What follows belongs to an exercise in optimizing a design on an open flow for small area; a production flow would make more cautious choices. In this exercise RTL edits were held to simulation tests only and were not proved equivalent to the original. The flow treats the clock pin as an ideal source, which a real chip does not have. No activity file was given, so power comes from the tool's default toggle rates.

`constraint.sdc`:
```
create_clock -name core_clock -period 10.0 [get_ports {clk}]
set_input_delay 2.0000 -clock core_clock [delete_from_list [all_inputs] [get_ports {clk}]]
set_output_delay 2.0000 -clock core_clock [all_outputs]
set_load 0.01 [all_outputs]
```
`flow/run.sh`:
```
#!/bin/bash
# The standard layout, with two changes to clock tree synthesis: the sinks are
# clustered under clkbuf_8 leaf buffers without dummy loads, and afterwards
# post_cts.tcl upsizes every clock buffer whose sinks see a slow clock edge.
set -euo pipefail
here=$(pwd)
export CTS_ARGS="-sink_clustering_enable -repair_clock_nets -sink_clustering_size ${CTS_SIZE:-34} -sink_clustering_max_diameter ${CTS_DIAM:-60} -buf_list sky130_fd_sc_hd__clkbuf_16 -dont_use_dummy_load"
export POST_CTS_TCL="$here/flow/post_cts.tcl"
export POST_FLOORPLAN_TCL="$here/flow/post_floorplan.tcl"
export CLK_SLEW_TARGET="${CLK_SLEW_TARGET:-0.110}"
bash standard.sh > "$here/standard.log" 2>&1
```
`standard.sh`:
```
#!/bin/bash
# synth_recipe.tcl (not shown) runs the flow's synth.tcl, then flattens the netlist and writes it again
# the make line also repeats each setting of config.mk as NAME=value (left out here)
make -C /OpenROAD-flow-scripts/flow DESIGN_CONFIG=/design/flow/config.mk WORK_HOME=/design/flow/orfs CLKGATE_MAP_FILE= SYNTH_SCRIPT=/design/flow/synth_recipe.tcl "${@:-finish}"
```
`config.mk`:
```
export PLATFORM = sky130hd
export DESIGN_NAME = spi_ram
export DESIGN_NICKNAME = spi_ram
export VERILOG_FILES = /design/flow/design.v
export SDC_FILE = /design/flow/constraint.sdc
export NUM_CORES = 4
export LEC_CHECK = 0
export CAP_MARGIN = 10
export CORE_MARGIN = 2
export CORE_UTILIZATION = 75
export SLEW_MARGIN = 10
export SYNTH_HIERARCHICAL = 1
```
`flow/post_cts.tcl`:
```
# Make the clock edges at the flip-flops sharp enough: upsize the clock
# buffers above the leaf level to clkbuf_16, then upsize any leaf buffer
# whose flip-flop clock pins see a slew above CLK_SLEW_TARGET (ns, with
# placement-estimated parasitics), and legalize the placement.
set thr $::env(CLK_SLEW_TARGET)
set up [dict create \
  sky130_fd_sc_hd__clkbuf_1 sky130_fd_sc_hd__clkbuf_2 \
  sky130_fd_sc_hd__clkbuf_2 sky130_fd_sc_hd__clkbuf_4 \
  sky130_fd_sc_hd__clkbuf_4 sky130_fd_sc_hd__clkbuf_8 \
  sky130_fd_sc_hd__clkbuf_8 sky130_fd_sc_hd__clkbuf_16]

proc clock_loads {inst} {
  set x [get_pins -of_objects $inst -filter "direction==output"]
  return [get_pins -of_objects [get_nets -of_objects $x] -filter "direction==input"]
}

set n 0
foreach inst [get_cells clkbuf_*] {
  set inner 0
  foreach l [clock_loads $inst] {
    if {[string match *clkbuf* [get_property [get_cells -of_objects $l] ref_name]]} {
      set inner 1
    }
  }
  if {$inner && [get_property $inst ref_name] ne "sky130_fd_sc_hd__clkbuf_16"} {
    replace_cell [get_full_name $inst] sky130_fd_sc_hd__clkbuf_16
    incr n
  }
}
puts "post_cts: upsized $n clock buffers above the leaves"

for {set it 0} {$it < 4} {incr it} {
  estimate_parasitics -placement
  set drv [dict create]
  set worst 0
  set hist [dict create]
  foreach pin [get_pins -hierarchical */CLK] {
    set s [get_property $pin slew_max]
    dict incr hist [expr {int($s * 200) * 5}]
    if {$s > $worst} { set worst $s }
    if {$s > $thr} {
      foreach d [get_pins -of_objects [get_nets -of_objects $pin] -filter "direction==output"] {
        dict set drv [get_full_name [get_cells -of_objects $d]] 1
      }
    }
  }
  puts "post_cts: pass $it clock pin slews (ps bucket: pins) [lsort -stride 2 -integer $hist]"
  set n 0
  foreach inst [dict keys $drv] {
    set master [get_property [get_cells $inst] ref_name]
    if {[dict exists $up $master]} {
      replace_cell $inst [dict get $up $master]
      incr n
    }
  }
  puts "post_cts: pass $it worst clock pin slew $worst, upsized $n leaf buffers"
  if {$n == 0} { break }
}
detailed_placement
check_placement -verbose
estimate_parasitics -placement
```
`design.v`:
```
module spi_slave(clk, rst_n, ss_n, mosi, miso, we, nwe, wdata, rgrp, rdata);
input clk, rst_n, ss_n, mosi;
output miso;
output [15:0] we, nwe;
output [7:0] wdata;
output [15:0] rgrp;
input [7:0] rdata;
reg [4:0] cnt;         
reg [3:0] ph;          
reg wpend;             
reg m1;                
reg ta, tw;            
reg [7:0] addr;        
reg [7:0] wa, wd;      
reg [7:0] rb;          
wire typ = (cnt == 5'd7);                      
wire body = (cnt[4:3] == 2'b01);               
wire write = (cnt == 5'd15) & tw;
wire commit = wpend & (ph == wa[3:0]);
wire shift_out = (cnt >= 5'd19);                  
always @(posedge clk or negedge rst_n)
  if (~rst_n) begin
    cnt <= 5'd4;
    ph <= 4'd0;
    wpend <= 1'b0;
  end else begin
    ph <= {ph[2:0], ph[3] ^ (ph[2] | ~(ph[1] | ph[0]))};
    if (ss_n)
      cnt <= 5'd4;
    else if (~shift_out)
      cnt <= cnt + 5'd1;
    if (write)
      wpend <= 1'b1;
    else if (commit)
      wpend <= 1'b0;
  end
always @(posedge clk) begin
  m1 <= mosi;
  if (typ) begin
    ta <= ~mosi;
    tw <= mosi & ~m1;
  end
  if (body & ta)
    addr <= {addr[6:0], mosi};
  if (body & tw)
    wd <= {wd[6:0], mosi};
  if (write)
    wa <= addr;
  if (shift_out)
    rb <= {rb[6:0], 1'b0};
  else if (ph == addr[3:0])
    rb <= rdata;
end
assign miso = rb[7];
assign wdata = wd;
assign rgrp = 16'd1 << addr[7:4];
assign we = commit ? (16'd1 << wa[7:4]) : 16'd0;
assign nwe = ~we;
endmodule
module ram(clk, we, nwe, wdata, rgrp, rdata);
input clk;
input [15:0] we;       
input [15:0] nwe;      
input [7:0] wdata;
input [15:0] rgrp;     
output [7:0] rdata;    
wire [127:0] sel;
genvar g;
generate
  for (g = 0; g < 16; g = g + 1) begin : grp
    reg [127:0] r;     
    wire [7:0] ins = {8{we[g]}} & wdata | {8{nwe[g]}} & r[127:120];
    always @(posedge clk)
      r <= {r[119:0], ins};
    assign sel[8*g+7:8*g] = rgrp[g] ? ins : 8'd0;
  end
endgenerate
assign rdata = sel[7:0] | sel[15:8] | sel[23:16] | sel[31:24]
             | sel[39:32] | sel[47:40] | sel[55:48] | sel[63:56]
             | sel[71:64] | sel[79:72] | sel[87:80] | sel[95:88]
             | sel[103:96] | sel[111:104] | sel[119:112] | sel[127:120];
endmodule
module spi_ram(clk,rst_n,ss_n,mosi,miso);
input clk,rst_n,ss_n,mosi;
output miso;
wire [15:0] we, nwe;
wire [7:0] wdata, rdata;
wire [15:0] rgrp;
ram r(clk,we,nwe,wdata,rgrp,rdata);
spi_slave s(clk,rst_n,ss_n,mosi,miso,we,nwe,wdata,rgrp,rdata);
endmodule
```
`flow/post_floorplan.tcl`:
```
# Give every logic cell that synthesis sized up its smallest drive strength;
# the repair after global placement sizes cells up again wherever slew,
# capacitance or fanout need it. Flip-flops and clock cells are left alone.
set n 0
foreach inst [get_cells *] {
  set m [get_property $inst ref_name]
  if {![regexp {^sky130_fd_sc_hd__([a-z0-9]+)_([0-9]+)$} $m -> base drv]} { continue }
  if {$drv <= 1} { continue }
  if {[regexp {^(s?e?df|dl|clk|conb|tap|fill|decap|diode|ebuf|einv|lpflow|probe)} $base]} { continue }
  set new sky130_fd_sc_hd__${base}_1
  if {[llength [get_lib_cells -quiet */$new]] == 0} { continue }
  replace_cell [get_full_name $inst] $new
  incr n
}
puts "post_floorplan: downsized $n cells"
```
==> impl_metrics.csv, run 1 <==
group,metric,value,unit
worst_setup_path,cp.required,10.39,ns
synthesis,yosys-top-cells-count,"2050 x sky130_fd_sc_hd__dfxtp_1, 167 x sky130_fd_sc_hd__a22o_1, 37 x sky130_fd_sc_hd__clkbuf_1",
timing,achievable-frequency,254.6,MHz
detailed_routing,drcViolationCount,0,
worst_setup_path,cpMaxStageDelayCell,"sky130_fd_sc_hd__nor3b_1",
detailed_routing,vias,16840,
global_routing,grt_util_met3,4.253,%
power_and_ir_drop,total_power,12.06,mW
final_layout,drive_gt1_share,3.007,%
worst_setup_path,critical_path.endpoint_type,"register",
worst_setup_path,critical-path-top-cell-by-count,"sky130_fd_sc_hd__a22o_1",
worst_hold_path,hold_start,"r.grp[9].r[45]",
floorplan,initial_core_util,76.18,%
timing,report.final.hold_viol_count,0,
global_routing,antenna_found_initial,12,
synthesis,postSynth.topFlopCell,"sky130_fd_sc_hd__dfxtp_1",
final_layout,finish.net_count,2502,
synthesis,synth_top_cell_by_area,"sky130_fd_sc_hd__dfxtp_1",
detailed_routing,detail-route-antenna-nets,0,
synthesis,synth.most_common_cell,"sky130_fd_sc_hd__dfxtp_1",
clock_network,clk_pin_slew_worst_paths,0.12,ns
global_routing,grt_max_degree,35,
clock_network,cts_tree,"yes",
global_routing,total_congestion_overflow,0,
worst_setup_path,cp-start-kind,"register",
power_and_ir_drop,vdd_ir_drop_max,0.2135,mV
worst_hold_path,hold_path_class,"reg -> reg",
worst_setup_path,critical_path.cell_chain,"xnor2_1 -> nand4_1 -> nor3b_1 -> nand2_1 -> a22o_1 -> a22o_1 -> a221oi_1 -> nand4_1 -> a22o_1",
floorplan,placementRows,89,
timing,setup-violations-final,0,
synthesis,async_reset_ff_share,0.4778,%
global_routing,via_count_of_the_first_global_routing_pass,17710,
clock_network,cts.sinks,2093,
placement,place_ws,6.180,ns
floorplan,chipHeight,249.3,um
placement,gp_congestion,0.9371,
floorplan,die_area,62150,um2
global_routing,globalRoute.busiestLayer,"met2",
synthesis,synth_top_area_share,90.93,%
detailed_routing,wire_per_inst,23.44,um
timing,finalWorstPathRequiredPeriod,3.928,ns
status,outcome,"timing/DRC/antenna clean",
global_routing,globalRouteMet2Util,40.22,%
timing,final_min_period_over_clock_period,39.28,%
synthesis,synth-seq-cells,2093,
timing,accumulated_negative_setup_slack,0,ns
timing,worst_slew_margin_rel,10.04,%
detailed_routing,post_drt_via_cell_ratio,5.148,
worst_setup_path,critical_path_arrival,4.32,ns
final_layout,stdcell_area,47540,um2
synthesis,top_cells_by_area_in_the_synthesized_netlist,"sky130_fd_sc_hd__dfxtp_1 91%, sky130_fd_sc_hd__a22o_1 3.2%, sky130_fd_sc_hd__edfxtp_1 2.2%",
placement,dp.final_hpwl,44690,um
synthesis,syn_warnings,8,
worst_setup_path,crit_type,"reg -> reg",
synthesis,synthesis.area,45130,um2
synthesis,synth.lib_cells_used.distinct,40,
global_routing,grt.total_usage,25.09,%
clock_network,worstSkewPairLatency,0.65,ns
final_layout,syn_to_final_growth,5.342,%
run,timing.max_cap.violations,0,
floorplan,die_width,249.3,um
placement,io_buffer_count,4,
worst_setup_path,timing.rr.start,"s.ph[0]",
global_routing,m1_gr_usage,36.15,%
timing,max_slew.worst_pin.slew,1.339,ns
synthesis,synth_seq_area_share,93.69,%
synthesis,synth_cells,2482,
detailed_routing,routed_wl,76690,um
timing,worst_slack,6.072,ns
worst_setup_path,timing.critical_path.slowest_cell_delay,0.66,ns
worst_setup_path,crit_start,"s.ph[0]",
placement,post_place_instance_area,45720,um2
detailed_routing,drtIter0Drc,1511,
power_and_ir_drop,power_leakage,18.67,nW
worst_setup_path,timing.critical_path.fanout_max,9,
floorplan,num_ports,5,
detailed_routing,drt_pre_antenna_iters,5,
timing,worst_setup_skew_after_layout,0.05233,ns
global_routing,grt_first_pass_wirelength,113400,um
timing,finalHoldWorstSlack,0.2975,ns
synthesis,post_synth_edffs,33,
timing,final_max_slew_viol_count,0,
floorplan,core-area,59240,um2
power_and_ir_drop,power.density,253.6,nW/um2
synthesis,synthesis.area_per_instance,18.18,um2
timing,grt_setup_unrepaired,"no",
synthesis,synth.net_count,2488,
==> cells by family after synthesis <==
family / synth area share (%)
flops: 93.69
xor+xnor: 0.2135
buf+inv: 0.9038
compound gates: 4.009
simple gates: 1.109
mux: 0.02218
fa+ha+maj: 0.05544
==> placed cells by master (no fill, tap or decap), types with 2 or more instances in the layout <==
cell / count
sky130_fd_sc_hd__or2_1: 2
sky130_fd_sc_hd__or3_1: 2
sky130_fd_sc_hd__nand2_1: 24
sky130_fd_sc_hd__and3_1: 5
sky130_fd_sc_hd__xnor2_1: 8
sky130_fd_sc_hd__dfxtp_1: 2050
sky130_fd_sc_hd__dfrtp_1: 9
sky130_fd_sc_hd__o21bai_1: 2
sky130_fd_sc_hd__nand4_1: 11
sky130_fd_sc_hd__clkbuf_16: 72
sky130_fd_sc_hd__nor3_1: 7
sky130_fd_sc_hd__edfxtp_1: 33
sky130_fd_sc_hd__ha_1: 2
sky130_fd_sc_hd__or3b_1: 3
sky130_fd_sc_hd__inv_1: 3
sky130_fd_sc_hd__xor2_1: 3
sky130_fd_sc_hd__a22o_1: 167
sky130_fd_sc_hd__a21oi_1: 3
sky130_fd_sc_hd__a221oi_1: 32
sky130_fd_sc_hd__diode_2: 5
sky130_fd_sc_hd__nand2b_1: 4
sky130_fd_sc_hd__clkdlybuf4s50_1: 4
sky130_fd_sc_hd__nor3b_1: 3
sky130_fd_sc_hd__nor2_1: 33
==> report_power, final <==
group	leakage [nW]	internal, mW	switching (mW)
Sequential	16.9	8.38	0.0386
Clock	0.887	1.32	2.25
Combinational	0.851	0.0200	0.0482
Total	18.7	9.72	2.34
==> Yosys stat by module (local to each module, per instance), excerpt <==
module     cells  flip-flops and latches  area (um2)  times used
ram         2312                    2048       43140           1
spi_slave    170                      45        1996           1
==> area by class of cell <==
class | count | area (um2)
diodes | 5 | 12.51
clock buffers | 72 | 1802
fillers | 2748 | 11700
inverters | 3 | 11.26
multi-input cells | 321 | 2420
flip-flops and latches | 2093 | 42280
well taps | 773 | 967.2
repair buffers | 5 | 47.55
==> worst paths after layout <==
check / cells after the start / slack, ns / end
max in group asynchronous: 1 / 7.87 / s.ph[3]
worst min register to register: 0 / 0.30 / r.grp[9].r[53]
worst max-delay path: 9 / 6.07 / s.rb[3]
min in group asynchronous: 1 / 1.72 / s.cnt[3]
worst min-delay path: 0 / 0.30 / r.grp[9].r[53]
worst max register to register: 9 / 6.07 / s.rb[3]
==> flip-flops by register name, summed over array words and instances (netlist names) <==
| signal | cells |
|---|---|
| s.cnt | 5 |
| s.wd | 8 |
| s.wpend | 1 |
| s.ta | 1 |
| s.rb | 8 |
| s.ph | 4 |
| s.wa | 8 |
| s.tw | 1 |
| s.addr | 8 |
| r.grp.r | 2048 |
| s.m1 | 1 |
==> critical path, delay by kind of cell, from the launching register on <==
kind,cells,cell delay [ns]
AO/OA/AOI/OAI,4,1.36
flip-flops,1,0.46
AND/OR/NAND/NOR,4,1.63
XOR/XNOR,1,0.23
==> per-stage QoR <==
step                      util (%)  std cells
after detailed placement     77.18       3195
after global placement       77.18       3195
after global routing         80.23       3267
final                        80.25       3272
after floorplan                  -       2482
==> routing by layer <==
layer,part of all wire (%),up-vias
li1,-,7977
met1,47,8248
met2,46,471
met3,4.4,144
met4,2.6,4
met5,0.034,-
==> run 2: changes to the inputs <==
--- a/flow/run.sh
+++ b/flow/run.sh
@@ -6,3 +6,3 @@
 here=$(pwd)
-export CTS_ARGS="-sink_clustering_enable -repair_clock_nets -sink_clustering_size ${CTS_SIZE:-34} -sink_clustering_max_diameter ${CTS_DIAM:-60} -buf_list sky130_fd_sc_hd__clkbuf_16 -dont_use_dummy_load"
+export CTS_ARGS="-sink_clustering_enable -repair_clock_nets -sink_clustering_size ${CTS_SIZE:-22} -sink_clustering_max_diameter ${CTS_DIAM:-55} -buf_list sky130_fd_sc_hd__clkbuf_8 -dont_use_dummy_load"
 export POST_CTS_TCL="$here/flow/post_cts.tcl"
==> impl_metrics.csv, run 2 <==
group,metric,value,unit
status,outcome,"timing/DRC/antenna clean",
power_and_ir_drop,power.share.combinational,0.5,%
worst_setup_path,crit_type,"reg -> reg",
timing,final_min_period_over_clock_period,39.69,%
detailed_routing,drtIter0Drc,1476,
synthesis,async_reset_ff_share,0.4778,%
synthesis,synth_compound_area_share,4.009,%
detailed_routing,vias,17370,
worst_setup_path,critical-path-top-cell-by-count,"sky130_fd_sc_hd__a22o_1",
run,timing.max_cap.violations,0,
floorplan,placementRows,89,
synthesis,synthesis.area_per_instance,18.18,um2
final_layout,largest_register_ffs,2048,
final_layout,finish.net_count,2538,
final_layout,multi_input_combinational_cell_area,2420,um2
timing,worst_slew_margin_rel,9.846,%
timing,final_max_slew_viol_count,0,
power_and_ir_drop,power.sequential.fraction,66.5,%
placement,gp_congestion,0.9371,
global_routing,antenna_found_initial,9,
clock_network,worstSkewPairLatency,0.68,ns
worst_setup_path,crit_buf_inv,0,
final_layout,max_flop_register,"r.grp.r",
detailed_routing,detail-route-antenna-nets,0,
power_and_ir_drop,power_leakage,19.03,nW
timing,grt_setup_unrepaired,"no",
power_and_ir_drop,power_report.internal_total,10.17,mW
final_layout,layout_common_cells,"2050 x sky130_fd_sc_hd__dfxtp_1, 167 x sky130_fd_sc_hd__a22o_1, 91 x sky130_fd_sc_hd__clkbuf_16, 33 x sky130_fd_sc_hd__nor2_1, 33 x sky130_fd_sc_hd__edfxtp_1",
power_and_ir_drop,clkPwrFrac,32.9,%
synthesis,synth.net_count,2488,
global_routing,grt.total_usage,26.55,%
worst_setup_path,critPathTopFamily,"simple AND/OR/NAND/NOR gates",
final_layout,layout.cells.most_common,"sky130_fd_sc_hd__dfxtp_1",
timing,achievable-frequency,251.9,MHz
clock_network,cts.sinks,2093,
timing,worst_slack,6.031,ns
synthesis,synth.lib_cells_used.distinct,40,
timing,finalWorstPathRequiredPeriod,3.969,ns
floorplan,die_width,249.3,um
power_and_ir_drop,switchingPower,2.479,mW
floorplan,initial_core_util,76.18,%
worst_setup_path,critical_path_arrival,4.39,ns
final_layout,drive_gt1_share,4.387,%
synthesis,synth_seq_area_share,93.69,%
synthesis,post_synth_xor_area_fraction,0.2135,%
final_layout,stdcell_count,3305,
global_routing,grt_first_pass_wirelength,119700,um
placement,dp.final_hpwl,44690,um
final_layout,seqCellArea,42280,um2
synthesis,synth_top_area_share,90.93,%
timing,finalHoldWorstSlack,0.2978,ns
power_and_ir_drop,total_power,12.65,mW
worst_setup_path,timing.critical_path.slowest_cell_delay,0.65,ns
worst_setup_path,crit_start,"s.ph[0]",
final_layout,count_of_filler_cells_inserted_in_the_layout,2601,
final_layout,syn_to_final_growth,6.898,%
timing,report.final.hold_viol_count,0,
clock_network,clk_pin_slew_worst_paths,0.12,ns
synthesis,post_synth_edffs,33,
synthesis,synth_top_cell_by_area,"sky130_fd_sc_hd__dfxtp_1",
floorplan,core-area,59240,um2
global_routing,via_count_of_the_first_global_routing_pass,18690,
synthesis,top_cells_by_area_in_the_synthesized_netlist,"sky130_fd_sc_hd__dfxtp_1 91%, sky130_fd_sc_hd__a22o_1 3.2%, sky130_fd_sc_hd__edfxtp_1 2.2%",
synthesis,largest_family_of_logic_cells_by_synthesized_area,"compound AO/OA/AOI/OAI gates",
detailed_routing,drt_pre_antenna_iters,5,
floorplan,chipHeight,249.3,um
worst_setup_path,critical_path.cell_chain,"xnor2_1 -> nand4_1 -> nor3b_1 -> nand2_1 -> a22o_1 -> a22o_1 -> a221oi_1 -> nand4_1 -> a22o_1",
placement,io_buffer_count,4,
clock_network,cts_tree,"yes",
synthesis,syn_warnings,8,
floorplan,die_area,62150,um2
timing,worst_setup_skew_after_layout,0.05471,ns
placement,place_ws,6.180,ns
power_and_ir_drop,netSwitchingFraction,19.60,%
synthesis,synthesis.area,45130,um2
detailed_routing,routed_wl,81010,um
timing,max_slew.worst_pin.slew,1.342,ns
global_routing,grt_max_degree,23,
worst_setup_path,cpMaxStageDelayCell,"sky130_fd_sc_hd__nor3b_1",
worst_setup_path,cp.required,10.42,ns
timing,accumulated_negative_setup_slack,0,ns
detailed_routing,wire_per_inst,24.51,um
placement,dpl.cell_count,3195,
synthesis,postSynth.topFlopCell,"sky130_fd_sc_hd__dfxtp_1",
worst_hold_path,hold_path_class,"reg -> reg",
synthesis,yosys.area_share.adder,0.05545,%
worst_hold_path,hold_start,"r.grp[14].r[72]",
worst_setup_path,critical_path.endpoint_type,"register",
synthesis,synth_cells,2482,
synthesis,synth_mux_area_share,0.02218,%
synthesis,synth_simple_gate_area_share,1.109,%
synthesis,yosys-top-cells-count,"2050 x sky130_fd_sc_hd__dfxtp_1, 167 x sky130_fd_sc_hd__a22o_1, 37 x sky130_fd_sc_hd__clkbuf_1",
power_and_ir_drop,vdd_ir_drop_max,0.1891,mV
detailed_routing,post_drt_via_cell_ratio,5.256,
global_routing,total_congestion_overflow,0,
power_and_ir_drop,power.density,262.2,nW/um2
worst_setup_path,timing.rr.start,"s.ph[0]",
synthesis,synth-seq-cells,2093,
synthesis,synth.most_common_cell,"sky130_fd_sc_hd__dfxtp_1",
detailed_routing,drcViolationCount,0,
floorplan,num_ports,5,
worst_setup_path,timing.critical_path.fanout_max,9,
timing,setup-violations-final,0,
worst_setup_path,cp-start-kind,"register",
-- run 2: cell types whose count changed in the layout (fill, tap and decap cells not counted), sizes merged --
cell,change
diode,-3
clkbuf,+36
-- run 2: layout make-up --
class,count,share of cell area [%]
antenna,2,0.01037
clock buffer,108,5.205
inverter,3,0.02334
multi-input combinational,321,5.016
sequential,2093,87.64
tap,773,2.005
timing repair buffer,5,0.09855
-- run 2: cell families after synthesis --
kind of cell | Yosys count
AO/OA/AOI/OAI | 207
XOR/XNOR | 11
adder cells (fa/ha/maj) | 2
buffers and inverters | 68
flip-flops | 2093
multiplexers | 1
AND/OR/NAND/NOR | 100
-- run 2: power groups by stage --
stage / registers, mW / clock network [mW] / logic (mW)
2_1_floorplan: 8.58 / 0 / 0.0555
3_3_place_gp: 8.60 / 0 / 0.0570
3_5_place_dp: 8.60 / 0 / 0.0630
5_1_grt: 8.42 / 4.48 / 0.0717
6_report: 8.41 / 4.17 / 0.0682
-- run 2: worst paths after layout --
path | slack, ns | cells past startpoint | end
worst min register to register | 0.30 | 0 | r.grp[14].r[80]
worst max-delay path | 6.03 | 9 | s.rb[5]
min in group asynchronous | 1.69 | 1 | s.cnt[1]
worst max register to register | 6.03 | 9 | s.rb[5]
max in group asynchronous | 7.90 | 1 | s.ph[3]
worst min-delay path | 0.30 | 0 | r.grp[14].r[80]
-- run 2: modules after synthesis, one instance, submodules excluded, a selection --
module / flip-flops and latches / cells inside / copies in the design / cell area, um2
spi_slave: 45 / 170 / 1 / 1996
ram: 2048 / 2312 / 1 / 43140
-- run 2: worst reg2reg max path: stages (launching register included) --
cell                       delay (ns)
sky130_fd_sc_hd__dfrtp_1         0.47
sky130_fd_sc_hd__xnor2_1         0.33
sky130_fd_sc_hd__nand4_1         0.39
sky130_fd_sc_hd__nor3b_1         0.65
sky130_fd_sc_hd__nand2_1         0.43
sky130_fd_sc_hd__a22o_1          0.34
sky130_fd_sc_hd__a22o_1          0.19
sky130_fd_sc_hd__a221oi_1        0.51
sky130_fd_sc_hd__nand4_1         0.17
sky130_fd_sc_hd__a22o_1          0.24
-- run 2: layer usage --
layer	global-route usage [%]	routed length, um	vias up	part of all wire [%]
met5	0	39	-	0.048
li1	-	-	8051	-
met4	9.415	2761	8	3.4
met3	4.692	3989	186	4.9
met2	42.72	38010	553	47
met1	36.96	36210	8574	45
-- run 2: metrics by stage --
| stage | utilization (%) | instance area, um2 |
|---|---|---|
| finish | 81.44 | 48240 |
| global route | 81.43 | 48240 |
| detailed placement | 77.18 | 45720 |
| floorplan | - | 45130 |
| global placement | 77.18 | 45720 |
==> run 3: changes to the inputs <==
==> flow/run.sh (replaced) <==
#!/bin/bash
# The standard layout (standard.sh, with its standard synthesis), with two
# changes to clock tree synthesis: the sinks are clustered under clkbuf_16
# leaf buffers without dummy loads, and afterwards post_cts.tcl upsizes the
# clock buffers above the leaves, and any leaf buffer whose sinks see a slow
# clock edge. The make output goes to standard.log, each step's to orfs/logs.
set -euo pipefail
here=$(pwd)
export CTS_ARGS="-sink_clustering_enable -repair_clock_nets -sink_clustering_size 36 -sink_clustering_max_diameter 60 -clustering_unbalance_ratio 0.3 -buf_list sky130_fd_sc_hd__clkbuf_16 -dont_use_dummy_load"
export POST_CTS_TCL="$here/flow/post_cts.tcl"
export CLK_SLEW_TARGET=0.110
bash standard.sh > "$here/standard.log" 2>&1
--- a/config.mk
+++ b/config.mk
@@ -9,3 +9,3 @@
 export CORE_MARGIN = 2
-export CORE_UTILIZATION = 75
+export CORE_UTILIZATION = 70
 export SLEW_MARGIN = 10
removed: flow/post_floorplan.tcl
==> impl_metrics.csv, run 3 <==
group,metric,value,unit
status,outcome,"timing/DRC/antenna clean",
placement,gp_congestion,0.8839,
worst_setup_path,cp.required,10.42,ns
synthesis,synth_seq_area_share,93.69,%
synthesis,postSynth.topFlopCell,"sky130_fd_sc_hd__dfxtp_1",
synthesis,synth_top_cell_by_area,"sky130_fd_sc_hd__dfxtp_1",
placement,io_buffer_count,4,
floorplan,num_ports,5,
worst_hold_path,hold_path_class,"reg -> reg",
synthesis,synth_top_area_share,90.93,%
final_layout,max_flop_register,"r.grp.r",
detailed_routing,drcViolationCount,0,
final_layout,drive_gt1_share,3.328,%
final_layout,finish.net_count,2502,
synthesis,top_cells_by_area_in_the_synthesized_netlist,"sky130_fd_sc_hd__dfxtp_1 91%, sky130_fd_sc_hd__a22o_1 3.2%, sky130_fd_sc_hd__edfxtp_1 2.2%",
global_routing,antenna_found_initial,10,
global_routing,grt_first_pass_wirelength,98580,um
final_layout,largest_register_ffs,2048,
clock_network,cts.sinks,2093,
timing,report.final.hold_viol_count,0,
detailed_routing,detail-route-antenna-nets,0,
synthesis,synth_cells,2482,
placement,dp.final_hpwl,40460,um
final_layout,syn_to_final_growth,5.606,%
floorplan,die_width,257.9,um
detailed_routing,routed_wl,66950,um
synthesis,synth_compound_area_share,4.009,%
timing,setup-violations-final,0,
timing,achievable-frequency,259.3,MHz
timing,final_max_slew_viol_count,0,
global_routing,total_congestion_overflow,0,
synthesis,synth.lib_cells_used.distinct,40,
synthesis,yosys-top-cells-count,"2050 x sky130_fd_sc_hd__dfxtp_1, 167 x sky130_fd_sc_hd__a22o_1, 37 x sky130_fd_sc_hd__clkbuf_1",
worst_setup_path,critical_path_arrival,4.27,ns
power_and_ir_drop,power.density,251.5,nW/um2
detailed_routing,post_drt_via_cell_ratio,4.829,
floorplan,core-area,64120,um2
floorplan,chipHeight,257.9,um
timing,finalWorstPathRequiredPeriod,3.857,ns
synthesis,synthesis.area_per_instance,18.18,um2
final_layout,layout_common_cells,"2050 x sky130_fd_sc_hd__dfxtp_1, 167 x sky130_fd_sc_hd__a22o_1, 72 x sky130_fd_sc_hd__clkbuf_16, 33 x sky130_fd_sc_hd__edfxtp_1, 32 x sky130_fd_sc_hd__nor2_1",
synthesis,synth.most_common_cell,"sky130_fd_sc_hd__dfxtp_1",
synthesis,post_synth_xor_area_fraction,0.2135,%
synthesis,synth.net_count,2488,
synthesis,synth-seq-cells,2093,
timing,max_slew.worst_pin.slew,1.237,ns
detailed_routing,wire_per_inst,19.97,um
worst_setup_path,crit_type,"reg -> reg",
worst_setup_path,timing.critical_path.fanout_max,9,
global_routing,via_count_of_the_first_global_routing_pass,16060,
synthesis,largest_family_of_logic_cells_by_synthesized_area,"compound AO/OA/AOI/OAI gates",
timing,worst_slew_margin_rel,16.90,%
synthesis,yosys.area_share.adder,0.05545,%
worst_setup_path,critical_path.endpoint_type,"register",
synthesis,post_synth_edffs,33,
floorplan,placementRows,93,
clock_network,clk_pin_slew_worst_paths,0.11,ns
detailed_routing,drtIter0Drc,1272,
synthesis,synthesis.area,45130,um2
detailed_routing,drt_pre_antenna_iters,5,
power_and_ir_drop,vdd_ir_drop_max,0.2108,mV
synthesis,async_reset_ff_share,0.4778,%
final_layout,count_of_filler_cells_inserted_in_the_layout,3603,
final_layout,seqCellArea,42280,um2
final_layout,layout.cells.most_common,"sky130_fd_sc_hd__dfxtp_1",
power_and_ir_drop,power_leakage,18.68,nW
detailed_routing,vias,16190,
worst_setup_path,cp-start-kind,"register",
floorplan,die_area,66520,um2
synthesis,synth_mux_area_share,0.02218,%
timing,worst_setup_skew_after_layout,0.09461,ns
synthesis,syn_warnings,8,
run,timing.max_cap.violations,0,
final_layout,multi_input_combinational_cell_area,2441,um2
floorplan,initial_core_util,70.39,%
clock_network,worstSkewPairLatency,0.70,ns
synthesis,synth_simple_gate_area_share,1.109,%
global_routing,grt_max_degree,37,
timing,accumulated_negative_setup_slack,0,ns
timing,grt_setup_unrepaired,"no",
timing,final_min_period_over_clock_period,38.57,%
global_routing,grt.total_usage,20.32,%
clock_network,cts_tree,"yes",
final_layout,fin_util,74.34,%
-- run 3: cell counts after synthesis --
Identical to the previous run, type by type.
-- run 3: cells by family (layout without fill, tap and decap cells) --
family / Yosys count / count (layout)
muxes: 1 / 1
DFF: 2093 / 2093
buffers and inverters: 68 / 80
adders and majority gates: 2 / 2
xor gates and xnor gates: 11 / 11
AOI/OAI and AO/OA: 207 / 207
other: 0 / 3
and+or+nand+nor: 100 / 100
-- run 3: final timing paths --
check                                 start                to  slack [ns]  cells after the start
max in group asynchronous             rst_n           s.ph[3]        7.86                      1
min in group asynchronous             rst_n          s.cnt[3]        1.72                      1
min reg2reg                r.grp[10].r[105]  r.grp[10].r[113]        0.26                      0
max                                 s.ph[0]           s.rb[6]        6.14                      9
min                        r.grp[10].r[105]  r.grp[10].r[113]        0.26                      0
max reg2reg                         s.ph[0]           s.rb[6]        6.14                      9
-- run 3: cell type report --
type                       count  area share, %
antenna                        3        0.01575
timing repair buffer           5        0.09976
inverter                       3        0.02363
sequential                  2093          88.71
multi-input combinational    321          5.122
tap                          855          2.245
clock buffer                  72          3.780
-- run 3: metrics by stage --
| stage | instances | instance area (um2) | worst slack, ns | power (mW) | hold slack (ns) |
|---|---|---|---|---|---|
| 6_report | 3352 | 47660 | 6.143 | 11.99 | 0.2604 |
| 5_1_grt | 3349 | 47650 | 6.087 | 12.35 | 0.2482 |
| 3_5_place_dp | 3277 | 45850 | 6.280 | 8.662 | 0.3121 |
| 3_3_place_gp | 3277 | 45850 | 6.332 | 8.656 | 0.3096 |
| 2_1_floorplan | 2482 | 45130 | 7.431 | 8.637 | 0.3096 |
-- run 3: worst max-delay path, cell delays in order (launching register included) --
cell	delay, ns
sky130_fd_sc_hd__dfrtp_1	0.44
sky130_fd_sc_hd__xnor2_1	0.25
sky130_fd_sc_hd__nand4_2	0.25
sky130_fd_sc_hd__nor3_1	0.57
sky130_fd_sc_hd__nand2_1	0.41
sky130_fd_sc_hd__a22o_1	0.32
sky130_fd_sc_hd__a22o_1	0.17
sky130_fd_sc_hd__a221oi_1	0.79
sky130_fd_sc_hd__nand4_1	0.17
sky130_fd_sc_hd__a22o_1	0.26
-- run 3: per-layer routing --
metal / global-route usage, % / share of wire [%] / up-vias / wire length, um
met2: 29.27 / 41 / 328 / 27700
met5: 0 / 0.019 / - / 13
met3: 3.465 / 4.6 / 128 / 3059
li1: - / - / 7982 / -
met1: 31.39 / 51 / 7747 / 33820
met4: 7.434 / 3.5 / 2 / 2363
-- run 3: modules after synthesis, one instance, submodules excluded, a selection --
module	times used	cell area, um2
spi_slave	1	1996
ram	1	43140
-- run 3: where the power goes --
part / internal, mW / leakage, nW / switching [mW]
combinational: 0.0194 / 0.863 / 0.0424
clock: 1.31 / 0.887 / 2.20
sequential: 8.38 / 16.9 / 0.0354
==> run 4: changes to the inputs <==
--- a/flow/run.sh
+++ b/flow/run.sh
@@ -8,3 +8,3 @@
 here=$(pwd)
-export CTS_ARGS="-sink_clustering_enable -repair_clock_nets -sink_clustering_size 36 -sink_clustering_max_diameter 60 -clustering_unbalance_ratio 0.3 -buf_list sky130_fd_sc_hd__clkbuf_16 -dont_use_dummy_load"
+export CTS_ARGS="-sink_clustering_enable -repair_clock_nets -sink_clustering_size 34 -sink_clustering_max_diameter 70 -sink_clustering_levels 1 -buf_list sky130_fd_sc_hd__clkbuf_16 -dont_use_dummy_load"
 export POST_CTS_TCL="$here/flow/post_cts.tcl"
==> impl_metrics.csv, run 4 <==
group,metric,value,unit
floorplan,core-area,64120,um2
floorplan,die_area,66520,um2
clock_network,cts_tree,"yes",
timing,accumulated_negative_setup_slack,0,ns
floorplan,placementRows,93,
global_routing,antenna_found_initial,8,
clock_network,cts.sinks,2093,
floorplan,chipHeight,257.9,um
synthesis,synth.net_count,2488,
run,timing.max_cap.violations,0,
worst_setup_path,critical_path_arrival,4.28,ns
placement,place_ws,6.280,ns
worst_setup_path,critical_path.cell_chain,"xnor2_1 -> nand4_2 -> nor3_1 -> nand2_1 -> a22o_1 -> a22o_1 -> a221oi_1 -> nand4_1 -> a22o_1",
timing,report.final.hold_viol_count,0,
worst_hold_path,worst_hold_path.endpoint,"r.grp[9].r[42]",
worst_setup_path,rr_endpoint,"s.rb[6]",
worst_setup_path,crit_type,"reg -> reg",
worst_setup_path,critical-path-top-cell-by-count,"sky130_fd_sc_hd__a22o_1",
worst_hold_path,hold_path_class,"reg -> reg",
synthesis,yosys-top-cells-count,"2050 x sky130_fd_sc_hd__dfxtp_1, 167 x sky130_fd_sc_hd__a22o_1, 37 x sky130_fd_sc_hd__clkbuf_1",
timing,worst_slew_margin_rel,14.38,%
synthesis,largest_family_of_logic_cells_by_synthesized_area,"compound AO/OA/AOI/OAI gates",
clock_network,clk_pin_slew_worst_paths,0.11,ns
synthesis,synth_top_area_share,90.93,%
timing,setup-violations-final,0,
global_routing,grt_first_pass_wirelength,97330,um
power_and_ir_drop,power_leakage,18.68,nW
floorplan,die_width,257.9,um
synthesis,synth_simple_gate_area_share,1.109,%
timing,final_min_period_over_clock_period,39.04,%
global_routing,via_count_of_the_first_global_routing_pass,15770,
clock_network,worstSkewPairLatency,0.65,ns
worst_setup_path,timing.critical_path.slowest_cell_delay,0.79,ns
final_layout,max_flop_register,"r.grp.r",
status,outcome,"timing/DRC/antenna clean",
synthesis,synth_mux_area_share,0.02218,%
global_routing,total_congestion_overflow,0,
detailed_routing,detail-route-antenna-nets,0,
timing,finalHoldWorstSlack,0.2925,ns
detailed_routing,wire_per_inst,19.69,um
detailed_routing,drt_pre_antenna_iters,5,
synthesis,syn_warnings,8,
worst_setup_path,timing.rr.start,"s.ph[0]",
final_layout,antenna_cells,0,
worst_setup_path,cp-start-kind,"register",
global_routing,grt_max_degree,35,
detailed_routing,post_drt_via_cell_ratio,4.827,
worst_hold_path,number_of_cells_on_the_worst_hold_path,0,
placement,gp_congestion,0.8839,
global_routing,grt.total_usage,20.04,%
final_layout,largest_register_ffs,2048,
final_layout,fin_util,74.32,%
worst_hold_path,hold_start,"r.grp[9].r[34]",
synthesis,synth.lib_cells_used.distinct,40,
synthesis,synthesis.area,45130,um2
worst_setup_path,cpMaxStageDelayCell,"sky130_fd_sc_hd__a221oi_1",
synthesis,synth_cells,2482,
placement,io_buffer_count,4,
synthesis,yosys.area_share.adder,0.05545,%
timing,grt_setup_unrepaired,"no",
final_layout,layout_common_cells,"2050 x sky130_fd_sc_hd__dfxtp_1, 167 x sky130_fd_sc_hd__a22o_1, 72 x sky130_fd_sc_hd__clkbuf_16, 33 x sky130_fd_sc_hd__edfxtp_1, 32 x sky130_fd_sc_hd__nor2_1",
power_and_ir_drop,vdd_ir_drop_max,0.2022,mV
worst_setup_path,critical_path.endpoint_type,"register",
synthesis,synth_seq_area_share,93.69,%
final_layout,drive_gt1_share,3.328,%
final_layout,finish.net_count,2502,
synthesis,synth.most_common_cell,"sky130_fd_sc_hd__dfxtp_1",
timing,final_max_slew_viol_count,0,
floorplan,initial_core_util,70.39,%
power_and_ir_drop,power.density,251.2,nW/um2
synthesis,synth-seq-cells,2093,
timing,finalWorstPathRequiredPeriod,3.904,ns
timing,achievable-frequency,256.2,MHz
worst_setup_path,timing.critical_path.fanout_max,9,
worst_setup_path,reg2reg_slack,6.10,ns
floorplan,num_ports,5,
synthesis,top_cells_by_area_in_the_synthesized_netlist,"sky130_fd_sc_hd__dfxtp_1 91%, sky130_fd_sc_hd__a22o_1 3.2%, sky130_fd_sc_hd__edfxtp_1 2.2%",
synthesis,async_reset_ff_share,0.4778,%
detailed_routing,drcViolationCount,0,
worst_setup_path,worst-r2r-cell-count,9,
timing,worst_slack,6.096,ns
synthesis,synth_top_cell_by_area,"sky130_fd_sc_hd__dfxtp_1",
synthesis,synthesis.area_per_instance,18.18,um2
synthesis,post_synth_xor_area_fraction,0.2135,%
synthesis,post_synth_edffs,33,
timing,max_slew.worst_pin.slew,1.275,ns
worst_setup_path,cp.required,10.38,ns
detailed_routing,vias,16170,
timing,worst_setup_skew_after_layout,0.06564,ns
synthesis,postSynth.topFlopCell,"sky130_fd_sc_hd__dfxtp_1",
detailed_routing,drtIter0Drc,1064,
synthesis,synth_compound_area_share,4.009,%
detailed_routing,routed_wl,65930,um
placement,dp.final_hpwl,40460,um
final_layout,layout.cells.most_common,"sky130_fd_sc_hd__dfxtp_1",
final_layout,syn_to_final_growth,5.589,%
## run 4: cell count changes in the layout (fill, tap and decap cells not counted), sizes merged
cell / before / now
diode: 3 / 0
## run 4: stage by stage
step / std cells / power, mW / area, um2
2_1_floorplan: 2482 / 8.637 / 45130
3_3_place_gp: 3277 / 8.656 / 45850
3_5_place_dp: 3277 / 8.662 / 45850
5_1_grt: 3349 / 12.33 / 47650
6_report: 3349 / 11.97 / 47650
## run 4: per-module statistics from Yosys, one instance, submodules excluded, excerpt
module     cells  times used  area (um2)
ram         2312           1       43140
spi_slave    170           1        1996
## run 4: cells by family (layout without fill, tap and decap cells)
| logic type | Yosys count | after routing |
|---|---|---|
| flops | 2093 | 2093 |
| compound gates | 207 | 207 |
| simple gates | 100 | 100 |
| buf+inv | 68 | 80 |
| xor+xnor | 11 | 11 |
| fa+ha+maj | 2 | 2 |
| mux | 1 | 1 |
## run 4: worst max path at each step
stage / startpoint / endpoint / slack [ns] / cells after the start
3_5_place_dp: s.ph[0] / s.rb[6] / 6.28 / 9
5_1_grt: s.ph[0] / s.rb[6] / 6.04 / 9
6_report: s.ph[0] / s.rb[6] / 6.10 / 9
2_1_floorplan: s.ph[2] / s.rb[7] / 7.43 / 10
3_3_place_gp: s.ph[3] / s.rb[3] / 6.33 / 9
## run 4: worst max-delay path: cells and delay by family (launching register included)
kind / cells / cell delay, ns
flip-flops: 1 / 0.44
XOR/XNOR: 1 / 0.25
AND/OR/NAND/NOR: 4 / 1.44
AO/OA/AOI/OAI: 4 / 1.54
## run 4: per-layer routing
layer,routed length (um),up-vias,global-route usage (%)
li1,-,7985,-
met1,34190,7784,31.59
met2,27580,291,29.15
met3,2377,107,3.072
met4,1785,0,5.796
met5,0,-,0
## run 4: report_power, final
| group | switching, mW | internal [mW] | leakage, nW |
|---|---|---|---|
| combinational | 0.0436 | 0.0193 | 0.863 |
| clock | 2.18 | 1.31 | 0.887 |
| sequential | 0.0350 | 8.38 | 16.9 |
## run 4: layout make-up
type | instances | area (um2)
timing repair buffer | 5 | 47.55
sequential | 2093 | 42280
clock buffer | 72 | 1802
inverter | 3 | 11.26
multi-input combinational | 321 | 2441
fill | 3617 | 16460
tap | 855 | 1070
==> run 5: changes to the inputs <==
--- a/flow/run.sh
+++ b/flow/run.sh
@@ -8,3 +8,3 @@
 here=$(pwd)
-export CTS_ARGS="-sink_clustering_enable -repair_clock_nets -sink_clustering_size 34 -sink_clustering_max_diameter 70 -sink_clustering_levels 1 -buf_list sky130_fd_sc_hd__clkbuf_16 -dont_use_dummy_load"
+export CTS_ARGS="-sink_clustering_enable -repair_clock_nets -sink_clustering_size 34 -sink_clustering_max_diameter 70 -buf_list sky130_fd_sc_hd__clkbuf_16 -dont_use_dummy_load"
 export POST_CTS_TCL="$here/flow/post_cts.tcl"
==> impl_metrics.csv, run 5 <==
group,metric,value,unit
synthesis,postSynth.topFlopCell,"sky130_fd_sc_hd__dfxtp_1",
status,outcome,"timing/DRC/antenna clean",
floorplan,chipHeight,257.9,um
global_routing,grt_max_degree,35,
final_layout,count_of_filler_cells_inserted_in_the_layout,3617,
placement,dpl.cell_count,3277,
detailed_routing,routed_wl,65930,um
placement,io_buffer_count,4,
global_routing,total_congestion_overflow,0,
worst_setup_path,cp-start-kind,"register",
clock_network,worstSkewPairLatency,0.65,ns
timing,grt_setup_unrepaired,"no",
final_layout,largest_register_ffs,2048,
final_layout,finish.net_count,2502,
clock_network,clk_pin_slew_worst_paths,0.11,ns
worst_setup_path,crit_start,"s.ph[0]",
timing,finalWorstPathRequiredPeriod,3.904,ns
floorplan,die_width,257.9,um
synthesis,synth_seq_area_share,93.69,%
clock_network,cts_tree,"yes",
synthesis,top_cells_by_area_in_the_synthesized_netlist,"sky130_fd_sc_hd__dfxtp_1 91%, sky130_fd_sc_hd__a22o_1 3.2%, sky130_fd_sc_hd__edfxtp_1 2.2%",
synthesis,synth_top_area_share,90.93,%
worst_setup_path,crit_buf_inv,0,
worst_setup_path,cpMaxStageDelayCell,"sky130_fd_sc_hd__a221oi_1",
timing,final_min_period_over_clock_period,39.04,%
timing,achievable-frequency,256.2,MHz
synthesis,async_reset_ff_share,0.4778,%
worst_setup_path,cp.required,10.38,ns
placement,dp.final_hpwl,40460,um
worst_setup_path,critical_path_arrival,4.28,ns
synthesis,synth.lib_cells_used.distinct,40,
worst_hold_path,hold_start,"r.grp[9].r[34]",
detailed_routing,detail-route-antenna-nets,0,
worst_setup_path,timing.rr.start,"s.ph[0]",
final_layout,antenna_cells,0,
detailed_routing,wire_per_inst,19.69,um
floorplan,placementRows,93,
clock_network,cts.sinks,2093,
timing,final_max_slew_viol_count,0,
timing,worst_slew_margin_rel,14.38,%
placement,gp_congestion,0.8839,
worst_setup_path,critical-path-top-cell-by-count,"sky130_fd_sc_hd__a22o_1",
final_layout,layout_common_cells,"2050 x sky130_fd_sc_hd__dfxtp_1, 167 x sky130_fd_sc_hd__a22o_1, 72 x sky130_fd_sc_hd__clkbuf_16, 33 x sky130_fd_sc_hd__edfxtp_1, 32 x sky130_fd_sc_hd__nor2_1",
synthesis,post_synth_edffs,33,
timing,report.final.hold_viol_count,0,
worst_hold_path,hold_path_class,"reg -> reg",
global_routing,antenna_found_initial,8,
global_routing,grt_first_pass_wirelength,97330,um
detailed_routing,drt_pre_antenna_iters,5,
power_and_ir_drop,vdd_ir_drop_max,0.2022,mV
power_and_ir_drop,power.density,251.2,nW/um2
worst_setup_path,timing.critical_path.slowest_cell_delay,0.79,ns
synthesis,synthesis.area,45130,um2
detailed_routing,drcViolationCount,0,
detailed_routing,post_drt_via_cell_ratio,4.827,
worst_setup_path,crit_type,"reg -> reg",
run,timing.max_cap.violations,0,
final_layout,stdcell_count,3349,
global_routing,via_count_of_the_first_global_routing_pass,15770,
worst_setup_path,critical_path.endpoint_type,"register",
synthesis,syn_warnings,8,
final_layout,drive_gt1_share,3.328,%
floorplan,initial_core_util,70.39,%
timing,max_slew.worst_pin.slew,1.275,ns
detailed_routing,drtIter0Drc,1064,
final_layout,layout.cells.most_common,"sky130_fd_sc_hd__dfxtp_1",
worst_setup_path,critPathTopFamily,"compound AO/OA/AOI/OAI gates",
worst_setup_path,critical_path.cell_chain,"xnor2_1 -> nand4_2 -> nor3_1 -> nand2_1 -> a22o_1 -> a22o_1 -> a221oi_1 -> nand4_1 -> a22o_1",
synthesis,synth_top_cell_by_area,"sky130_fd_sc_hd__dfxtp_1",
power_and_ir_drop,power_leakage,18.68,nW
worst_setup_path,timing.critical_path.fanout_max,9,
timing,accumulated_negative_setup_slack,0,ns
synthesis,synth-seq-cells,2093,
timing,worst_setup_skew_after_layout,0.06564,ns
final_layout,syn_to_final_growth,5.589,%
synthesis,synth.net_count,2488,
synthesis,yosys-top-cells-count,"2050 x sky130_fd_sc_hd__dfxtp_1, 167 x sky130_fd_sc_hd__a22o_1, 37 x sky130_fd_sc_hd__clkbuf_1",
global_routing,grt.total_usage,20.04,%
floorplan,core-area,64120,um2
detailed_routing,vias,16170,
synthesis,synth.most_common_cell,"sky130_fd_sc_hd__dfxtp_1",
synthesis,synthesis.area_per_instance,18.18,um2
floorplan,num_ports,5,
floorplan,die_area,66520,um2
final_layout,max_flop_register,"r.grp.r",
synthesis,synth_cells,2482,
timing,setup-violations-final,0,
[run 5: cell counts after synthesis]
Identical to the previous run, type by type.
[run 5: metal layers]
metal	wire (um)	part of all wire, %	global-route usage, %	vias to the layer above
met3	2377	3.6	3.072	107
met4	1785	2.7	5.796	0
met2	27580	42	29.15	291
li1	-	-	-	7985
met5	0	0	0	-
met1	34190	52	31.59	7784
[run 5: path summary, 6_finish.rpt]
path                                  end  slack, ns  cells after the start
max                               s.rb[6]       6.10                      9
min                        r.grp[9].r[42]       0.29                      0
max reg2reg                       s.rb[6]       6.10                      9
min reg2reg                r.grp[9].r[42]       0.29                      0
max in group asynchronous         s.wpend       7.86                      1
min in group asynchronous        s.cnt[3]       1.71                      1
[run 5: logic make-up (layout without fill, tap and decap cells)]
kind of cell	count (synthesis)	count (layout)	synth area share [%]
DFF	2093	2093	93.69
muxes	1	1	0.02218
AOI/OAI and AO/OA	207	207	4.009
and+or+nand+nor	100	100	1.109
xor gates and xnor gates	11	11	0.2135
buffers and inverters	68	80	0.9038
adders and majority gates	2	2	0.05544
[run 5: cell type report]
type | count | area, um2 | area share [%]
clock buffers | 72 | 1802 | 3.781
well taps | 855 | 1070 | 2.245
multi-input cells | 321 | 2441 | 5.123
repair buffers | 5 | 47.55 | 0.09977
flip-flops and latches | 2093 | 42280 | 88.73
inverters | 3 | 11.26 | 0.02363
[run 5: per-module statistics from Yosys (local to each module, per instance), a selection]
module	cell area (um2)	flops+latches	copies in the design	cells
ram	43140	2048	1	2312
spi_slave	1996	45	1	170
[run 5: power by group]
part / internal, mW / leakage [nW] / total [mW] / switching [mW]
registers: 8.38 / 16.9 / 8.42 / 0.0350
clock network: 1.31 / 0.887 / 3.49 / 2.18
logic: 0.0193 / 0.863 / 0.0629 / 0.0436
total: 9.71 / 18.7 / 12.0 / 2.26
[run 5: stage by stage]
| step | hold WS [ns] | power, mW | instance area (um2) | util, % | setup slack [ns] |
|---|---|---|---|---|---|
| final | 0.2925 | 11.97 | 47650 | 74.32 | 6.096 |
| after detailed placement | 0.3121 | 8.662 | 45850 | 71.51 | 6.280 |
| after floorplan | 0.3096 | 8.637 | 45130 | - | 7.431 |
| after global placement | 0.3096 | 8.656 | 45850 | 71.51 | 6.332 |
| after global routing | 0.3014 | 12.33 | 47650 | 74.32 | 6.041 |
==> run 6: changes to the inputs <==
--- a/flow/run.sh
+++ b/flow/run.sh
@@ -8,3 +8,3 @@
 here=$(pwd)
-export CTS_ARGS="-sink_clustering_enable -repair_clock_nets -sink_clustering_size 34 -sink_clustering_max_diameter 70 -buf_list sky130_fd_sc_hd__clkbuf_16 -dont_use_dummy_load"
+export CTS_ARGS="-sink_clustering_enable -repair_clock_nets -sink_clustering_size 36 -sink_clustering_max_diameter 70 -sink_clustering_levels 1 -buf_list sky130_fd_sc_hd__clkbuf_16 -dont_use_dummy_load"
 export POST_CTS_TCL="$here/flow/post_cts.tcl"
==> impl_metrics.csv, run 6 <==
group,metric,value,unit
floorplan,num_ports,5,
status,outcome,"timing/DRC/antenna clean",
timing,accumulated_negative_setup_slack,0,ns
placement,place_ws,6.280,ns
timing,finalWorstPathRequiredPeriod,3.825,ns
placement,io_buffer_count,4,
worst_setup_path,worst-r2r-cell-count,9,
floorplan,core-area,64120,um2
detailed_routing,vias,16130,
worst_hold_path,hold_start,"r.grp[6].r[1]",
synthesis,synth.most_common_cell,"sky130_fd_sc_hd__dfxtp_1",
synthesis,synthesis.area,45130,um2
detailed_routing,post_drt_via_cell_ratio,4.814,
worst_setup_path,timing.rr.start,"s.ph[0]",
global_routing,grt_max_degree,37,
timing,achievable-frequency,261.5,MHz
synthesis,yosys-top-cells-count,"2050 x sky130_fd_sc_hd__dfxtp_1, 167 x sky130_fd_sc_hd__a22o_1, 37 x sky130_fd_sc_hd__clkbuf_1",
power_and_ir_drop,power.sequential.fraction,70.8,%
worst_setup_path,critical_path.endpoint_type,"register",
global_routing,antenna_found_initial,7,
synthesis,async_reset_ff_share,0.4778,%
synthesis,synth.net_count,2488,
clock_network,cts_tree,"yes",
worst_setup_path,timing.critical_path.fanout_max,9,
worst_hold_path,number_of_cells_on_the_worst_hold_path,0,
timing,grt_setup_unrepaired,"no",
synthesis,synth_top_area_share,90.93,%
worst_setup_path,crit_type,"reg -> reg",
floorplan,initial_core_util,70.39,%
final_layout,layout_common_cells,"2050 x sky130_fd_sc_hd__dfxtp_1, 167 x sky130_fd_sc_hd__a22o_1, 68 x sky130_fd_sc_hd__clkbuf_16, 33 x sky130_fd_sc_hd__edfxtp_1, 32 x sky130_fd_sc_hd__nor2_1",
synthesis,syn_warnings,8,
power_and_ir_drop,clkPwrFrac,28.7,%
synthesis,synth-seq-cells,2093,
synthesis,synth_top_cell_by_area,"sky130_fd_sc_hd__dfxtp_1",
worst_setup_path,rr_endpoint,"s.rb[6]",
power_and_ir_drop,power.density,249.9,nW/um2
timing,worst_slack,6.175,ns
synthesis,top_cells_by_area_in_the_synthesized_netlist,"sky130_fd_sc_hd__dfxtp_1 91%, sky130_fd_sc_hd__a22o_1 3.2%, sky130_fd_sc_hd__edfxtp_1 2.2%",
detailed_routing,detail-route-antenna-nets,0,
timing,final_max_slew_viol_count,0,
synthesis,synth_seq_area_share,93.69,%
timing,worst_setup_skew_after_layout,0.08231,ns
final_layout,drive_gt1_share,3.173,%
timing,report.final.hold_viol_count,0,
placement,dp.final_hpwl,40460,um
final_layout,finish.net_count,2498,
final_layout,layout.cells.most_common,"sky130_fd_sc_hd__dfxtp_1",
floorplan,chipHeight,257.9,um
detailed_routing,routed_wl,64990,um
final_layout,fin_util,74.19,%
floorplan,die_area,66520,um2
floorplan,placementRows,93,
worst_setup_path,reg2reg_slack,6.18,ns
detailed_routing,drt_pre_antenna_iters,5,
final_layout,count_of_filler_cells_inserted_in_the_layout,3639,
floorplan,die_width,257.9,um
global_routing,grt_first_pass_wirelength,95420,um
synthesis,synth_cells,2482,
final_layout,seqCellArea,42280,um2
synthesis,synth.lib_cells_used.distinct,40,
power_and_ir_drop,power.share.combinational,0.5,%
run,timing.max_cap.violations,0,
worst_hold_path,worst_hold_path.endpoint,"r.grp[6].r[9]",
power_and_ir_drop,vdd_ir_drop_max,0.2007,mV
global_routing,total_congestion_overflow,0,
final_layout,largest_register_ffs,2048,
synthesis,postSynth.topFlopCell,"sky130_fd_sc_hd__dfxtp_1",
synthesis,post_synth_edffs,33,
clock_network,clk_pin_slew_worst_paths,0.12,ns
detailed_routing,drtIter0Drc,1078,
timing,finalHoldWorstSlack,0.2790,ns
worst_setup_path,critical_path_arrival,4.21,ns
power_and_ir_drop,power_leakage,18.63,nW
detailed_routing,wire_per_inst,19.40,um
clock_network,cts.sinks,2093,
power_and_ir_drop,switchingPower,2.240,mW
power_and_ir_drop,power_report.internal_total,9.648,mW
worst_hold_path,hold_path_class,"reg -> reg",
power_and_ir_drop,netSwitchingFraction,18.84,%
final_layout,max_flop_register,"r.grp.r",
timing,worst_slew_margin_rel,17.55,%
worst_setup_path,cp-start-kind,"register",
synthesis,synthesis.area_per_instance,18.18,um2
timing,setup-violations-final,0,
timing,max_slew.worst_pin.slew,1.232,ns
placement,gp_congestion,0.8839,
timing,final_min_period_over_clock_period,38.25,%
final_layout,multi_input_combinational_cell_area,2441,um2
final_layout,syn_to_final_growth,5.395,%
detailed_routing,drcViolationCount,0,
clock_network,worstSkewPairLatency,0.65,ns
global_routing,via_count_of_the_first_global_routing_pass,15640,
worst_setup_path,cp.required,10.39,ns
global_routing,grt.total_usage,19.63,%
run 6: cell counts after synthesis:
Identical to the previous run, type by type.
run 6: worst max-delay path, cell delays in order, from the launching register on:
cell,delay [ns]
sky130_fd_sc_hd__dfrtp_1,0.45
sky130_fd_sc_hd__xnor2_1,0.25
sky130_fd_sc_hd__nand4_2,0.25
sky130_fd_sc_hd__nor3_1,0.60
sky130_fd_sc_hd__nand2_1,0.41
sky130_fd_sc_hd__a22o_1,0.32
sky130_fd_sc_hd__a22o_1,0.17
sky130_fd_sc_hd__a221oi_1,0.73
sky130_fd_sc_hd__nand4_1,0.16
sky130_fd_sc_hd__a22o_1,0.25
run 6: cell type report:
type / count / share of cell area [%]
Timing Repair Buffer: 5 / 0.09996
Antenna cell: 5 / 0.02630
Clock buffer: 68 / 3.577
Tap cell: 855 / 2.249
Multi-Input combinational cell: 321 / 5.132
Inverter: 3 / 0.02367
Sequential cell: 2093 / 88.89
run 6: metrics by stage:
step / std cells / cell area (um2) / total power, mW
after detailed placement: 3277 / 45850 / 8.662
after floorplan: 2482 / 45130 / 8.637
final: 3350 / 47570 / 11.89
after global placement: 3277 / 45850 / 8.656
after global routing: 3345 / 47550 / 12.24
run 6: modules after synthesis, one instance, submodules excluded, a selection:
module	times used	cells inside
spi_slave	1	170
ram	1	2312
run 6: kinds of logic after synthesis:
logic type,count (synthesis),synth area share (%)
compound gates,207,4.009
xor+xnor,11,0.2135
fa+ha+maj,2,0.05544
buf+inv,68,0.9038
flops,2093,93.69
mux,1,0.02218
simple gates,100,1.109
run 6: worst max path at each step:
stage                     startpoint  endpoint  slack (ns)  cells after the start
final                        s.ph[0]   s.rb[6]        6.18                      9
after global routing         s.ph[0]   s.rb[3]        5.95                      9
after detailed placement     s.ph[0]   s.rb[6]        6.28                      9
after global placement       s.ph[3]   s.rb[3]        6.33                      9
after floorplan              s.ph[2]   s.rb[7]        7.43                     10
run 6: metal layers:
| metal | share of wire, % | vias to the layer above | track usage, % |
|---|---|---|---|
| met5 | 0 | - | 0 |
| met3 | 3.3 | 104 | 2.984 |
| li1 | - | 7979 | - |
| met4 | 2.8 | 0 | 5.925 |
| met1 | 53 | 7758 | 31.21 |
| met2 | 41 | 287 | 28.13 |
run 6: power by group through the flow:
| stage | Sequential (mW) | Clock, mW | Combinational, mW |
|---|---|---|---|
| 2_1_floorplan | 8.58 | 0 | 0.0555 |
| 3_3_place_gp | 8.60 | 0 | 0.0557 |
| 3_5_place_dp | 8.60 | 0 | 0.0584 |
| 5_1_grt | 8.42 | 3.75 | 0.0684 |
| 6_report | 8.42 | 3.41 | 0.0642 |
==> run 7: changes to the inputs <==
==> run.sh (new file) <==
#!/bin/bash
# synth_recipe.tcl (not shown) runs the flow's synth.tcl, then flattens the netlist and writes it again
# the make line also repeats each setting of config.mk as NAME=value (left out here)
make -C /OpenROAD-flow-scripts/flow DESIGN_CONFIG=/design/flow/config.mk WORK_HOME=/design/flow/orfs CLKGATE_MAP_FILE= SYNTH_SCRIPT=/design/flow/synth_recipe.tcl finish
--- a/config.mk
+++ b/config.mk
@@ -10,2 +10,5 @@
 export CORE_UTILIZATION = 70
+export CTS_BUF_LIST = sky130_fd_sc_hd__clkbuf_16
+export CTS_CLUSTER_DIAMETER = 70
+export CTS_CLUSTER_SIZE = 30
 export SLEW_MARGIN = 10
removed: flow/run.sh
removed: flow/post_cts.tcl
removed: standard.sh
==> impl_metrics.csv, run 7 <==
group,metric,value,unit
floorplan,initial_core_util,70.39,%
final_layout,layout_common_cells,"2050 x sky130_fd_sc_hd__dfxtp_1, 167 x sky130_fd_sc_hd__a22o_1, 80 x sky130_fd_sc_hd__clkbuf_16, 33 x sky130_fd_sc_hd__edfxtp_1, 32 x sky130_fd_sc_hd__nor2_1",
placement,gp_congestion,0.8839,
timing,worst_setup_skew_after_layout,0.03653,ns
synthesis,synthesis.area,45130,um2
placement,place_ws,6.280,ns
clock_network,cts_tree,"yes",
power_and_ir_drop,power.density,255.0,nW/um2
worst_setup_path,cp-start-kind,"register",
detailed_routing,detail-route-antenna-nets,0,
power_and_ir_drop,power_leakage,18.88,nW
timing,achievable-frequency,261.6,MHz
run,timing.max_cap.violations,0,
synthesis,async_reset_ff_share,0.4778,%
floorplan,num_ports,5,
synthesis,synth.most_common_cell,"sky130_fd_sc_hd__dfxtp_1",
synthesis,synth_top_cell_by_area,"sky130_fd_sc_hd__dfxtp_1",
detailed_routing,drt_pre_antenna_iters,5,
global_routing,total_congestion_overflow,0,
timing,accumulated_negative_setup_slack,0,ns
floorplan,chipHeight,257.9,um
global_routing,grt_first_pass_wirelength,99520,um
detailed_routing,routed_wl,67630,um
clock_network,cts.sinks,2093,
final_layout,drive_gt1_share,4.010,%
timing,grt_setup_unrepaired,"no",
clock_network,cts-resized-gates,0,
clock_network,cts_max_path_buffers,3,
final_layout,max_flop_register,"r.grp.r",
worst_setup_path,critical_path.endpoint_type,"register",
clock_network,total_cts_buffers,80,
status,outcome,"timing/DRC/antenna clean",
worst_setup_path,crit_type,"reg -> reg",
global_routing,antenna_found_initial,7,
synthesis,top_cells_by_area_in_the_synthesized_netlist,"sky130_fd_sc_hd__dfxtp_1 91%, sky130_fd_sc_hd__a22o_1 3.2%, sky130_fd_sc_hd__edfxtp_1 2.2%",
timing,setup-violations-final,0,
synthesis,synth_seq_area_share,93.69,%
timing,max_slew.worst_pin.slew,1.218,ns
timing,worst_slew_margin_rel,18.49,%
synthesis,yosys-top-cells-count,"2050 x sky130_fd_sc_hd__dfxtp_1, 167 x sky130_fd_sc_hd__a22o_1, 37 x sky130_fd_sc_hd__clkbuf_1",
floorplan,core-area,64120,um2
placement,dp.final_hpwl,40460,um
final_layout,layout.cells.most_common,"sky130_fd_sc_hd__dfxtp_1",
worst_setup_path,critical_path_arrival,4.22,ns
synthesis,synth-seq-cells,2093,
worst_hold_path,hold_path_class,"reg -> reg",
worst_setup_path,timing.critical_path.fanout_max,9,
floorplan,placementRows,93,
detailed_routing,drcViolationCount,0,
timing,finalWorstPathRequiredPeriod,3.823,ns
synthesis,post_synth_edffs,33,
synthesis,synthesis.area_per_instance,18.18,um2
floorplan,die_area,66520,um2
final_layout,count_of_filler_cells_inserted_in_the_layout,3578,
clock_network,hold_fix_buffers_at_cts,0,
power_and_ir_drop,vdd_ir_drop_max,0.2226,mV
synthesis,synth.net_count,2488,
synthesis,syn_warnings,8,
synthesis,synth_cells,2482,
placement,io_buffer_count,4,
final_layout,syn_to_final_growth,6.354,%
synthesis,synth_top_area_share,90.93,%
timing,worst_slack,6.177,ns
detailed_routing,vias,16320,
clock_network,cts.htree.levels,3,
clock_network,post-cts-setup-buffer-count,0,
global_routing,grt.total_usage,20.54,%
timing,final_min_period_over_clock_period,38.23,%
final_layout,finish.net_count,2510,
timing,report.final.hold_viol_count,0,
global_routing,grt_max_degree,32,
clock_network,worstSkewPairLatency,0.66,ns
timing,final_max_slew_viol_count,0,
final_layout,largest_register_ffs,2048,
detailed_routing,wire_per_inst,20.03,um
synthesis,synth.lib_cells_used.distinct,40,
global_routing,via_count_of_the_first_global_routing_pass,16120,
floorplan,die_width,257.9,um
synthesis,postSynth.topFlopCell,"sky130_fd_sc_hd__dfxtp_1",
clock_network,clk_pin_slew_worst_paths,0.12,ns
detailed_routing,drtIter0Drc,1209,
worst_setup_path,cp.required,10.40,ns
detailed_routing,post_drt_via_cell_ratio,4.835,
clock_network,root_buffer,"sky130_fd_sc_hd__clkbuf_16",
run 7: worst paths after layout:
| kind | cells after the start | from | endpoint | slack, ns |
|---|---|---|---|---|
| max in group asynchronous | 1 | rst_n | s.ph[3] | 7.89 |
| min in group asynchronous | 1 | rst_n | s.cnt[3] | 1.71 |
| hold / removal | 0 | r.grp[1].r[69] | r.grp[1].r[77] | 0.31 |
| hold reg to reg | 0 | r.grp[1].r[69] | r.grp[1].r[77] | 0.31 |
| setup / recovery | 9 | s.ph[0] | s.rb[6] | 6.18 |
| setup reg to reg | 9 | s.ph[0] | s.rb[6] | 6.18 |
run 7: area by class of cell:
class | instances | area (um2) | area share, %
Clock buffer | 80 | 2002 | 4.171
Multi-Input combinational cell | 321 | 2441 | 5.086
Inverter | 3 | 11.26 | 0.02346
Tap cell | 855 | 1070 | 2.229
Sequential cell | 2093 | 42280 | 88.09
Clock inverter | 17 | 140.1 | 0.2920
Timing Repair Buffer | 5 | 47.55 | 0.09906
Antenna cell | 2 | 5.005 | 0.01043
run 7: power breakdown:
part           leakage, nW  switching [mW]  internal (mW)
clock                 1.08            2.26           1.50
combinational        0.863          0.0425         0.0194
sequential            16.9          0.0354           8.38
total                 18.9            2.34           9.90
run 7: per-layer routing:
metal / up-vias / share of wire (%) / GRT usage (%)
li1: 8036 / - / -
met1: 7876 / 51 / 31.91
met2: 301 / 42 / 29.89
met3: 111 / 3.9 / 3.259
met4: 0 / 3.0 / 6.808
met5: - / 0 / 0
run 7: stage by stage:
| stage | std cells | utilization, % | area, um2 | total power, mW | hold WS, ns |
|---|---|---|---|---|---|
| 6_report | 3376 | 74.86 | 48000 | 12.24 | 0.3122 |
| 5_1_grt | 3374 | 74.86 | 47990 | 12.61 | 0.3275 |
| 4_1_cts | 3374 | 74.86 | 47990 | 12.33 | 0.3165 |
| 3_5_place_dp | 3277 | 71.51 | 45850 | 8.662 | 0.3121 |
| 3_3_place_gp | 3277 | 71.51 | 45850 | 8.656 | 0.3096 |
| 2_1_floorplan | 2482 | - | 45130 | 8.637 | 0.3096 |
run 7: critical path, stage by stage (launching register included):
cell and delay [ns]:
sky130_fd_sc_hd__dfrtp_1 0.44, sky130_fd_sc_hd__xnor2_1 0.23, sky130_fd_sc_hd__nand4_2 0.25, sky130_fd_sc_hd__nor3_1 0.57, sky130_fd_sc_hd__nand2_1 0.40, sky130_fd_sc_hd__a22o_1 0.31, sky130_fd_sc_hd__a22o_1 0.17, sky130_fd_sc_hd__a221oi_1 0.77
sky130_fd_sc_hd__nand4_1 0.18, sky130_fd_sc_hd__a22o_1 0.26
run 7: cell families (layout without fill, tap and decap cells):
group,after synthesis,count (layout),share of synthesized area [%]
mux,1,1,0.02218
flops,2093,2093,93.69
other cells,0,2,0
simple gates,100,100,1.109
compound gates,207,207,4.009
buf+inv,68,105,0.9038
fa+ha+maj,2,2,0.05544
xor+xnor,11,11,0.2135
run 7: Yosys stat by module, one instance, submodules excluded, excerpt:
module	cell area, um2	flops+latches	times used	cells inside
spi_slave	1996	45	1	170
ram	43140	2048	1	2312

[static timing again, ports no longer ideal]
The flow's constraints put no driver on any port. The routed layouts listed below were extracted and timed again, unchanged, in two steps. Step 1 sets driving cells, clkbuf_16 on the clock port and buf_2 on the other inputs (assumed; they add their load-dependent delay and slew). Step 2 also shifts input and output timing later by t, the mid clock arrival at the registers, as if the neighbouring blocks saw the same clock. Three values: no drivers, after step 1, after step 2; two values: the first two.
run	t, ns	setup WS [ns]	worst setup path after step 2	clock arrival spread, ns
run 1	0.690	6.072 / 6.072 / 6.072	register to register	0.059 / 0.059
run 2	0.717	6.031 / 6.031 / 6.031	register to register	0.063 / 0.063
run 3	0.697	6.143 / 6.143 / 6.143	register to register	0.135 / 0.135
run 4	0.682	6.096 / 6.096 / 6.096	register to register	0.067 / 0.066
run 5	0.682	6.096 / 6.096 / 6.096	register to register	0.067 / 0.066
run 6	0.675	6.175 / 6.175 / 6.175	register to register	0.083 / 0.082
run 7	0.704	6.177 / 6.177 / 6.177	register to register	0.046 / 0.045
After both steps setup and hold are still met in every run listed.
